Context: an optimization exercise on an open-source flow, tuned for small area and a short achievable clock period. The choices shown serve that exercise and are no tape-out recipe. No run shown here included a check of the RTL's function; only the layout flow was run. No activity file was given, so power comes from the tool's default toggle rates.

==> flow/design.v, too long to show whole: its modules and the start of the top module <==
// module fa: 4 lines
// module han: 4 lines
// module ginv: 1 lines
// module gnand2: 1 lines
// module gnor2: 1 lines
// module gand2: 1 lines
// module gor2: 1 lines
// module gxor2: 1 lines
// module gxnor2: 1 lines
// module gaoi21: 1 lines
// module goai21: 1 lines
// module circuit: 2849 lines
module circuit (
  output [47:0] p,
  input  [17:0] a, b, d,
  input  [47:0] c,
  input  clk, rstn);
  // ...
==> flow/flow/run.sh <==
#!/bin/bash
# Standard layout, with the port buffers made of buf_2 cells instead of the default delay buffer.
set -euo pipefail
export BUFFER_PORTS_ARGS="-buffer_cell sky130_fd_sc_hd__buf_2"
bash standard.sh > standard.log 2>&1
==> flow/standard.sh <==
#!/bin/bash
# synth_recipe.tcl (not shown) runs the flow's synth.tcl, then flattens the netlist and writes it again
# the make line also repeats each setting of config.mk as NAME=value (left out here)
make -C /OpenROAD-flow-scripts/flow DESIGN_CONFIG=/design/flow/config.mk WORK_HOME=/design/flow/orfs CLKGATE_MAP_FILE= SYNTH_SCRIPT=/design/flow/synth_recipe.tcl "${@:-finish}"
==> flow/config.mk <==
export PLATFORM = sky130hd
export DESIGN_NAME = circuit
export DESIGN_NICKNAME = circuit
export VERILOG_FILES = /design/flow/design.v
export SDC_FILE = /design/flow/constraint.sdc
export NUM_CORES = 4
export LEC_CHECK = 0
export CAP_MARGIN = 20
export CORE_MARGIN = 2
export CORE_UTILIZATION = 40
export SETUP_SLACK_MARGIN = 4.4
export SLEW_MARGIN = 20
export SYNTH_HIERARCHICAL = 1
==> flow/constraint.sdc <==
create_clock -name core_clock -period 7.0 [get_ports {clk}]
set_input_delay 1.4000 -clock core_clock [delete_from_list [all_inputs] [get_ports {clk}]]
set_output_delay 1.4000 -clock core_clock [all_outputs]
set_load 0.01 [all_outputs]
==> flow_summary.ini, run 1 <==
[placed_design]
dp_hpwl_um = 39830

[status]
status = timing/DRC/antenna clean

[synthesis]
synth_top_family_by_area = adder cells

[routing]
top_layer_used = met4
initialDrtViolationCount = 629
drt.antenna.violating_nets = 0

[grt]
grt_util_met3_pct = 4.457
grt_busiest_layer = met2

[critical_path]
end_kind = flip-flop
slowest_stage = o21ai_1
crit_top_cell = a21oi_2
rr_worst_depth = 7

[pwr]
p_comb_w = 0.00543
p_seq_w = 0.00381
peakVddDrop_mv = 0.1823

[final_layout]
largest_reg_flops = 48
num-nonclk-inverters = 125
design.seq.count = 430
drive_above_1_share_pct = 17.64

[timing]
clock.fmax_ghz = 0.3946
worst_pin_slew_ns = 1.021
hold_slack_ns = 0.3247
fin_setup_tns_ns = 0

[clock_network]
cts_tree = done
cts_setup_buffers = 0

[die]
row_count = 84
==> inputs of run 2 (changes only) <==
--- a/flow/config.mk
+++ b/flow/config.mk
@@ -10,3 +10,3 @@
 export CORE_UTILIZATION = 40
-export SETUP_SLACK_MARGIN = 4.4
+export SETUP_SLACK_MARGIN = 4.6
 export SLEW_MARGIN = 20
==> flow_summary.ini, run 2 <==
[synthesis]
synth-async-reset-ratio_pct = 0
yosys_warnings = 7
synth_common_cells = nand2_1, dfxtp_1, fa_1, inv_1, a21oi_2
seq_area_frac_synth_pct = 40.54
netlist_top_cells_area = dfxtp_1, fa_1, nand2_1, a21oi_2, o21ai_1
yosys.cell_count.top_type = nand2_1
ys.flop_type = dfxtp_1
synth_top_area_share_pct = 40.54
yosysUniqueCellTypes = 23
syn_avg_cell_area_um2 = 10.66
synth_top_area_cell = dfxtp_1
syn_inst = 1992
synth_seq_cells = 430
syn-num-nets = 2419
syn_area_um2 = 21240
synth_edf_count = 0

[min_path]
hp-start = ch_r[1]
hold_depth = 0
hold_path_class = reg -> reg
min_to = ch_r1[1]

[clock_network]
cts_buffers = 45
clockBufferDepth = 3
cts_setup_buffers = 0
clk_transition_reported_paths_ns = 0.06
cts_tree = done
clock_latency_ns = 0.57
cts_hold_buf = 0
clock_sinks = 430
cts-root-buf = clkbuf_16
cts_max_level = 2

[die]
initial_core_util_pct = 40.41
row_count = 84
ioPinCount = 152
die-area_um2 = 54950
core-area_um2 = 52550
die_h_um = 234.4
die_w_um = 234.4

[routing]
drc_errors = 0
drtPass1Iterations = 5
wirelength_um = 51870
via_per_inst = 4.869
initialDrtViolationCount = 811
vias = 13820
wire_per_inst_um = 18.28
drt.antenna.violating_nets = 0

[final_layout]
most-common-layout-cells = nand2_1, dfxtp_1, fa_1
n_fill_cell = 4875
regArea_um2 = 8727
syn_to_final_growth_pct = 14.88
top_register = p_r
drive_above_1_share_pct = 18.93
multi_input_comb_area_um2 = 11740
largest_reg_flops = 48
final_area_um2 = 24400
final_common_cell = nand2_1
layout.nets = 2544
diodes = 0
reg.largest.list = p_r x48, cn_r x37, s_r x19

[pwr]
p_leak_nw = 10.09
power.density_nw_per_um2 = 483.8
peakVddDrop_mv = 0.1983

[critical_path]
crit_fanout = 1
critPathTopFamily = flip-flops
cp-start-kind = flip-flop
crit_buf_inv = 1
r2r_start = a_r[7]
rr_worst_depth = 4
critPathMaxStageDelay_ns = 0.32
arrival_ns = 1.01
slowest_stage = dfxtp_2
rrSetupSlack_ns = 4.67
end_kind = primary output
path_class = reg -> out
cp.required_ns = 5.60
path_cells = buf_6
r2r-end = t_r_18_5

[timing]
fin_setup_tns_ns = 0
worst_pin_slew_ns = 1.014
setup_ws_ns = 4.589
setup_viol_count_final = 0
maxSlewViolCount = 0
post-route-min-period_ns = 2.411
finalCritPeriodShare_pct = 34.44
rsz0062_at_grt = yes
skew_ns = 0.02176
slew_headroom_pct = 32.29
hold_viol = 0
clock.fmax_ghz = 0.4148

[status]
status = timing/DRC/antenna clean

[placed_design]
numPortBuffers = 151
dp_hpwl_um = 39430
placed_cell_area_um2 = 22500
place.gp.congestion = 0.8961
pre_cts_ws_ns = 4.178

[grt]
grt_max_degree = 41
grt_pass1_vias = 14960
antenna_found_initial = 0
grt_overflow = 0
grt_pass1_wl_um = 81710
grtUsageTotal_pct = 19.49

[flow_run]
cap_violations = 0
[run 2: worst max-delay path by stage]
stage               depth (start not counted)    start       end  slack, ns
floorplan                                   6     d[0]   s_r[16]       4.61
global placement                            8    b[11]   s_r[17]       4.18
detailed placement                          4   a_r[6]  t_r_21_5       4.18
CTS                                         1  p_r[36]     p[36]       4.55
global route                                1  p_r[43]     p[43]       4.54
finish                                      1  p_r[24]     p[24]       4.59
[run 2: modules after synthesis, one instance, submodules excluded]
module	area, um2	flops+latches
gnand2	3.754	0
fa	20.02	0
gnor2	3.754	0
gaoi21	8.758	0
ginv	3.754	0
han	27.53	0
gand2	6.256	0
gxor2	8.758	0
gor2	6.256	0
goai21	5.005	0
gxnor2	8.758	0
circuit	11150	430
[run 2: cell families after synthesis]
group / synth area share, %
XOR/XNOR: 3.423
adder cells (fa/ha/maj): 29.81
other: 0.01766
buffers and inverters: 4.260
flip-flops: 40.54
AND/OR/NAND/NOR: 14.76
AO/OA/AOI/OAI: 7.188
[run 2: layout make-up]
cell class / count / area share (%)
inverters: 125 / 1.923
clock inverters: 20 / 1.164
well taps: 688 / 3.529
repair buffers: 162 / 4.082
flip-flops and latches: 430 / 35.77
multi-input cells: 1353 / 48.14
clock buffers: 60 / 5.390
[run 2: per-stage QoR]
stage	total power (W)	utilization (%)	hold WS (ns)	instances
floorplan	0.007532	-	0.3096	1992
global placement	0.009166	42.82	0.3103	2758
detailed placement	0.009315	42.82	0.3143	2758
CTS	0.01191	46.06	0.3251	2838
global route	0.01284	46.42	0.3305	2838
finish	0.01180	46.42	0.3222	2838
[run 2: power by group]
part	switching (W)	total, W	internal [W]
Clock	0.000981	0.00255	0.00157
Combinational	0.00297	0.00543	0.00247
Sequential	0.000632	0.00382	0.00318
[run 2: timing repair]
item | in CTS | in global routing
pin swaps | 0 | 0
gates resized for setup | 46 | 57
endpoints found under the setup margin | 106 | 76
[run 2: layer usage]
metal / global-route usage (%) / wire length (um) / up-vias
met4: 7.351 / 1838 / 0
met5: 0 / 0 / -
li1: - / - / 6354
met1: 25.14 / 21890 / 6788
met3: 4.663 / 4288 / 136
met2: 31.89 / 23860 / 541
==> inputs of run 3 (changes only) <==
--- a/flow/config.mk
+++ b/flow/config.mk
@@ -9,3 +9,3 @@
 export CORE_MARGIN = 2
-export CORE_UTILIZATION = 40
+export CORE_UTILIZATION = 65
 export SETUP_SLACK_MARGIN = 4.6
==> flow_summary.ini, run 3 <==
[die]
die_w_um = 184.7
ioPinCount = 152
initial_core_util_pct = 65.60
die-area_um2 = 34130
core-area_um2 = 32370
row_count = 66
die_h_um = 184.7

[synthesis]
synth_edf_count = 0
syn_avg_cell_area_um2 = 10.66
synth_top_area_cell = dfxtp_1
seq_area_frac_synth_pct = 40.54
yosysUniqueCellTypes = 23
syn_area_um2 = 21240
netlist_top_cells_area = dfxtp_1, fa_1, nand2_1, a21oi_2, o21ai_1
yosys.cell_count.top_type = nand2_1
syn-num-nets = 2419
ys.flop_type = dfxtp_1
synth_top_area_share_pct = 40.54
synth-async-reset-ratio_pct = 0
syn_inst = 1992
synth_common_cells = nand2_1, dfxtp_1, fa_1, inv_1, a21oi_2
synth_seq_cells = 430
yosys_warnings = 7

[final_layout]
multi_input_comb_area_um2 = 11750
stdcell_count = 2594
final_common_cell = nand2_1
layout.nets = 2545
most-common-layout-cells = nand2_1, dfxtp_1, fa_1
reg.largest.list = p_r x48, cn_r x37, s_r x19
drive_above_1_share_pct = 19.19
diodes = 0
top_register = p_r
regArea_um2 = 8738
n_fill_cell = 2283
fin_util_pct = 74.16
largest_reg_flops = 48
syn_to_final_growth_pct = 13.05

[timing]
post-route-min-period_ns = 2.418
finalCritPeriodShare_pct = 34.54
hold_slack_ns = 0.3237
rsz0062_at_grt = yes
worst_pin_slew_ns = 0.5432
maxSlewViolCount = 0
slew_headroom_pct = 63.78
skew_ns = 0.03430
setup_viol_count_final = 0
hold_viol = 0
clock.fmax_ghz = 0.4136
fin_setup_tns_ns = 0

[critical_path]
r2r_start = a_r[7]
critPathMaxStageDelay_ns = 0.35
cp.depth = 1
path_cells = buf_6
rrSetupSlack_ns = 4.66
rr_worst_depth = 4
end_kind = primary output
crit_fanout = 1
cp-start-kind = flip-flop
critPathTopFamily = flip-flops
slowest_stage = dfxtp_2
r2r-end = t_r_20_5
arrival_ns = 1.02
crit_end = p[44]
crit_buf_inv = 1
path_class = reg -> out
cp.required_ns = 5.60
startpoint = p_r[44]

[grt]
grt_overflow = 0
grt_pass1_vias = 15340
grtUsageTotal_pct = 31.25
antenna_found_initial = 0
grt_max_degree = 41
grt_use_met2_pct = 53.53
grt_busiest_layer = met2
grt_use_met1_pct = 36.66
grt_util_met3_pct = 8.931
grt_pass1_wl_um = 79740

[clock_network]
cts_max_level = 2
cts-root-buf = clkbuf_16
clock_latency_ns = 0.59
clockBufferDepth = 3
clk_transition_reported_paths_ns = 0.06
cts_buffers = 45
cts_tree = done
clock_sinks = 430

[flow_run]
cap_violations = 0

[routing]
vias = 14090
drt.antenna.violating_nets = 0
drc_errors = 0
drtPass1Iterations = 5
initialDrtViolationCount = 1013
wire_per_inst_um = 19.76
via_per_inst = 5.433
wirelength_um = 51270

[min_path]
hold_path_class = reg -> reg

[pwr]
finalPower_w = 0.01182
power.density_nw_per_um2 = 492.3
p_leak_nw = 10.04
peakVddDrop_mv = 0.2766

[status]
status = timing/DRC/antenna clean

[placed_design]
place.gp.congestion = 0.9516
placed_cells = 2510
dp_hpwl_um = 37250
numPortBuffers = 151
run 3: cell count changes in the layout (fill, tap and decap cells not counted), sizes merged:
| cell | change |
|---|---|
| buf | +1 |
| bufinv | -2 |
| clkbuf | -3 |
| clkinv | +1 |
| clkinvlp | +1 |
| inv | +4 |
run 3: cells by family (layout without fill, tap and decap cells):
| family | count (synthesis) | after routing | synth area share [%] |
|---|---|---|---|
| xor+xnor | 83 | 83 | 3.423 |
| fa+ha+maj | 323 | 323 | 29.81 |
| flops | 430 | 430 | 40.54 |
| buf+inv | 209 | 369 | 4.260 |
| simple gates | 728 | 728 | 14.76 |
| compound gates | 218 | 218 | 7.188 |
| other cells | 1 | 1 | 0.01766 |
run 3: per-layer routing:
layer  vias up  wire [um]
met4         2       2304
met1      6811      19220
li1       6374          -
met5         -         49
met3       197       4889
met2       708      24810
run 3: worst min-delay path by stage:
stage,slack (ns),startpoint,endpoint,cells past startpoint
3_3_place_gp,0.31,cn_r[32],t_r_32_1,0
5_1_grt,0.32,cn_r[35],t_r_35_0,0
4_1_cts,0.33,ch_r[8],ch_r1[8],0
2_1_floorplan,0.31,ch_r[0],ch_r1[0],0
6_report,0.32,cn_r[1],t_r_1_0,0
3_5_place_dp,0.31,ch_r1[5],ch_r2[5],0
run 3: timing repair:
| action | 4_1_cts | 5_1_grt |
|---|---|---|
| hold buffers | 0 | 0 |
| endpoints found under the setup margin | 107 | 77 |
| buffers inserted | 0 | 3 |
| pin swaps | 0 | 1 |
| gates resized for setup | 50 | 59 |
run 3: area by class of cell:
class,count,share of cell area (%)
multi-input combinational,1353,48.92
sequential,430,36.40
clock buffer,57,5.128
timing repair buffer,163,4.159
tap,442,2.304
inverter,125,1.954
clock inverter,24,1.131
run 3: report_power, final:
part           total (W)  internal [W]  switching (W)
Combinational    0.00557       0.00251        0.00306
Clock            0.00242       0.00143       0.000985
Sequential       0.00383       0.00318       0.000647
run 3: modules after synthesis, one instance, submodules excluded:
module | area [um2] | copies in the design | cells | flip-flops and latches
han | 27.53 | 18 | 5 | 0
circuit | 11150 | 1 | 1002 | 430
gnor2 | 3.754 | 100 | 1 | 0
ginv | 3.754 | 16 | 1 | 0
gxnor2 | 8.758 | 27 | 1 | 0
goai21 | 5.005 | 102 | 1 | 0
gxor2 | 8.758 | 45 | 1 | 0
gand2 | 6.256 | 37 | 1 | 0
gor2 | 6.256 | 37 | 1 | 0
gnand2 | 3.754 | 115 | 1 | 0
fa | 20.02 | 305 | 1 | 0
gaoi21 | 8.758 | 116 | 1 | 0
run 3: through the flow:
stage	worst slack [ns]	area (um2)
global placement	4.210	22180
CTS	4.562	23790
global route	4.538	24010
finish	4.582	24010
detailed placement	4.102	22180
floorplan	4.613	21240
==> inputs of run 4 (changes only) <==
--- a/flow/config.mk
+++ b/flow/config.mk
@@ -10,2 +10,3 @@
 export CORE_UTILIZATION = 65
+export CTS_BUF_LIST = sky130_fd_sc_hd__clkbuf_8
 export SETUP_SLACK_MARGIN = 4.6
==> flow_summary.ini, run 4 <==
[status]
status = timing/DRC/antenna clean

[placed_design]
pre_cts_ws_ns = 4.102
placed_cells = 2510
place.gp.congestion = 0.9516
numPortBuffers = 151
dp_hpwl_um = 37250
placed_cell_area_um2 = 22180

[grt]
grt_max_degree = 41
grtUsageTotal_pct = 30.85
antenna_found_initial = 0
grt_pass1_wl_um = 79330
grt_overflow = 0
grt_pass1_vias = 15460

[critical_path]
crit_buf_inv = 1
arrival_ns = 1.04
end_kind = primary output
path_class = reg -> out
crit_fanout = 1
critPathTopFamily = flip-flops
slowest_stage = dfxtp_2
cp-start-kind = flip-flop
path_cells = buf_6
critPathMaxStageDelay_ns = 0.33
cp.required_ns = 5.60

[synthesis]
yosys_warnings = 7
syn_avg_cell_area_um2 = 10.66
yosysUniqueCellTypes = 23
synth_top_area_cell = dfxtp_1
seq_area_frac_synth_pct = 40.54
syn-num-nets = 2419
synth_top_area_share_pct = 40.54
yosys.cell_count.top_type = nand2_1
synth_edf_count = 0
syn_inst = 1992
ys.flop_type = dfxtp_1
netlist_top_cells_area = dfxtp_1, fa_1, nand2_1, a21oi_2, o21ai_1
synth_seq_cells = 430
syn_area_um2 = 21240
synth-async-reset-ratio_pct = 0
synth_common_cells = nand2_1, dfxtp_1, fa_1, inv_1, a21oi_2

[timing]
setup_ws_ns = 4.562
post-route-min-period_ns = 2.438
finalCritPeriodShare_pct = 34.82
hold_viol = 0
fin_setup_tns_ns = 0
slew_headroom_pct = 62.89
skew_ns = 0.03798
setup_viol_count_final = 0
maxSlewViolCount = 0
clock.fmax_ghz = 0.4103
rsz0062_at_grt = yes
worst_pin_slew_ns = 0.5567
hold_slack_ns = 0.3218

[clock_network]
clockBufferDepth = 3
clk_transition_reported_paths_ns = 0.06
cts-root-buf = clkbuf_8
cts_hold_buf = 0
cts_buffers = 69
clock_latency_ns = 0.63
clock_sinks = 430
cts_max_level = 3
cts_tree = done

[die]
core-area_um2 = 32370
die_h_um = 184.7
die_w_um = 184.7
initial_core_util_pct = 65.60
ioPinCount = 152
die-area_um2 = 34130
row_count = 66

[final_layout]
reg.largest.list = p_r x48, cn_r x37, s_r x19
drive_above_1_share_pct = 20.16
final_area_um2 = 23910
diodes = 0
stdcell_count = 2634
syn_to_final_growth_pct = 12.58
layout.nets = 2570
top_register = p_r
most-common-layout-cells = nand2_1, dfxtp_1, fa_1
largest_reg_flops = 48
final_common_cell = nand2_1

[routing]
drtPass1Iterations = 6
vias = 14180
drt.antenna.violating_nets = 0
wire_per_inst_um = 19.07
wirelength_um = 50230
drc_errors = 0
initialDrtViolationCount = 1009
via_per_inst = 5.383

[pwr]
p_leak_nw = 10.09
power.density_nw_per_um2 = 480.5
peakVddDrop_mv = 0.2630

[min_path]
hold_path_class = reg -> reg

[flow_run]
cap_violations = 0
[run 4: cell counts after synthesis]
Identical to the previous run, type by type.
[run 4: cells by family after synthesis]
| group | count (synthesis) | share of synthesized area [%] |
|---|---|---|
| AND/OR/NAND/NOR | 728 | 14.76 |
| flip-flops | 430 | 40.54 |
| other | 1 | 0.01766 |
| AO/OA/AOI/OAI | 218 | 7.188 |
| adder cells (fa/ha/maj) | 323 | 29.81 |
| buffers and inverters | 209 | 4.260 |
| XOR/XNOR | 83 | 3.423 |
[run 4: repair_timing]
action,in CTS,in global routing
resized for setup,49,57
setup endpoints to repair,104,74
setup buffers,0,4
pin swaps,0,1
[run 4: path summary, 6_finish.rpt]
| check | to | cells after the start | slack, ns | from |
|---|---|---|---|---|
| min | t_r_35_0 | 0 | 0.32 | cn_r[35] |
| min reg2reg | t_r_35_0 | 0 | 0.32 | cn_r[35] |
| max reg2reg | t_r_20_5 | 4 | 4.63 | a_r[7] |
| max | p[33] | 1 | 4.56 | p_r[33] |
[run 4: final cells by class]
class	count	area, um2
multi-input cells	1353	11750
flip-flops and latches	430	8738
fillers	2323	8464
clock buffers	93	1280
repair buffers	164	993.5
well taps	442	553.0
inverters	125	469.2
clock inverters	27	127.6
[run 4: per-module statistics from Yosys (local to each module, per instance), excerpt]
module   area (um2)  times used  cells inside  flops+latches
circuit       11150           1          1002            430
gxnor2        8.758          27             1              0
gand2         6.256          37             1              0
gor2          6.256          37             1              0
goai21        5.005         102             1              0
gnor2         3.754         100             1              0
[run 4: layer usage]
layer	GRT usage [%]	share of wire [%]
met1	37.19	38
met2	51.65	48
met3	8.872	9.1
met4	13.90	4.4
met5	0	0
[run 4: report_power, final]
part / leakage [nW] / switching (W) / internal, W
clock: 0.785 / 0.000962 / 0.00118
combinational: 5.69 / 0.00303 / 0.00250
sequential: 3.61 / 0.000634 / 0.00318
total: 10.1 / 0.00462 / 0.00686
[run 4: stage by stage]
stage | power, W | utilization (%)
after global placement | 0.009064 | 68.52
after floorplan | 0.007532 | -
after detailed placement | 0.009308 | 68.52
final | 0.01149 | 73.85
after CTS | 0.01148 | 73.19
after global routing | 0.01244 | 73.85

==> re-timing with driven ports <==
The flow's constraints put no driver on any port. The routed layouts listed below were extracted and timed again, unchanged, in two steps.
Step 1 (the two cells are an assumption about what drives the block):
set clk [get_ports {clk}]
set_driving_cell -lib_cell sky130_fd_sc_hd__clkbuf_16 $clk
set_driving_cell -lib_cell sky130_fd_sc_hd__buf_2 [delete_from_list [all_inputs] $clk]
Step 2 also shifts input and output timing later by t, the mid clock arrival at the registers, as if the neighbouring blocks saw the same clock.
a / b / c = ideal / step 1 / step 2; a / b = the first two.
run | t (ns) | setup slack, ns | clock arrival spread, ns | slew at the worst register clock pin (ns) | worst data-port slew with drivers (ns)
run 1 | 0.646 | 4.466 / 4.466 / 4.187 | 0.027 / 0.026 | 0.07 / 0.07 | 0.05
run 2 | 0.625 | 4.589 / 4.528 / 4.190 | 0.022 / 0.022 | 0.06 / 0.06 | 0.05
run 3 | 0.625 | 4.582 / 4.526 / 4.194 | 0.035 / 0.035 | 0.06 / 0.06 | 0.05
run 4 | 0.656 | 4.562 / 4.515 / 4.204 | 0.038 / 0.038 | 0.06 / 0.06 | 0.05
After both steps setup and hold are still met in every run listed. For run 2, which loses most, drivers alone change the setup slack by -0.061 ns; drivers and shift together by -0.399 ns.
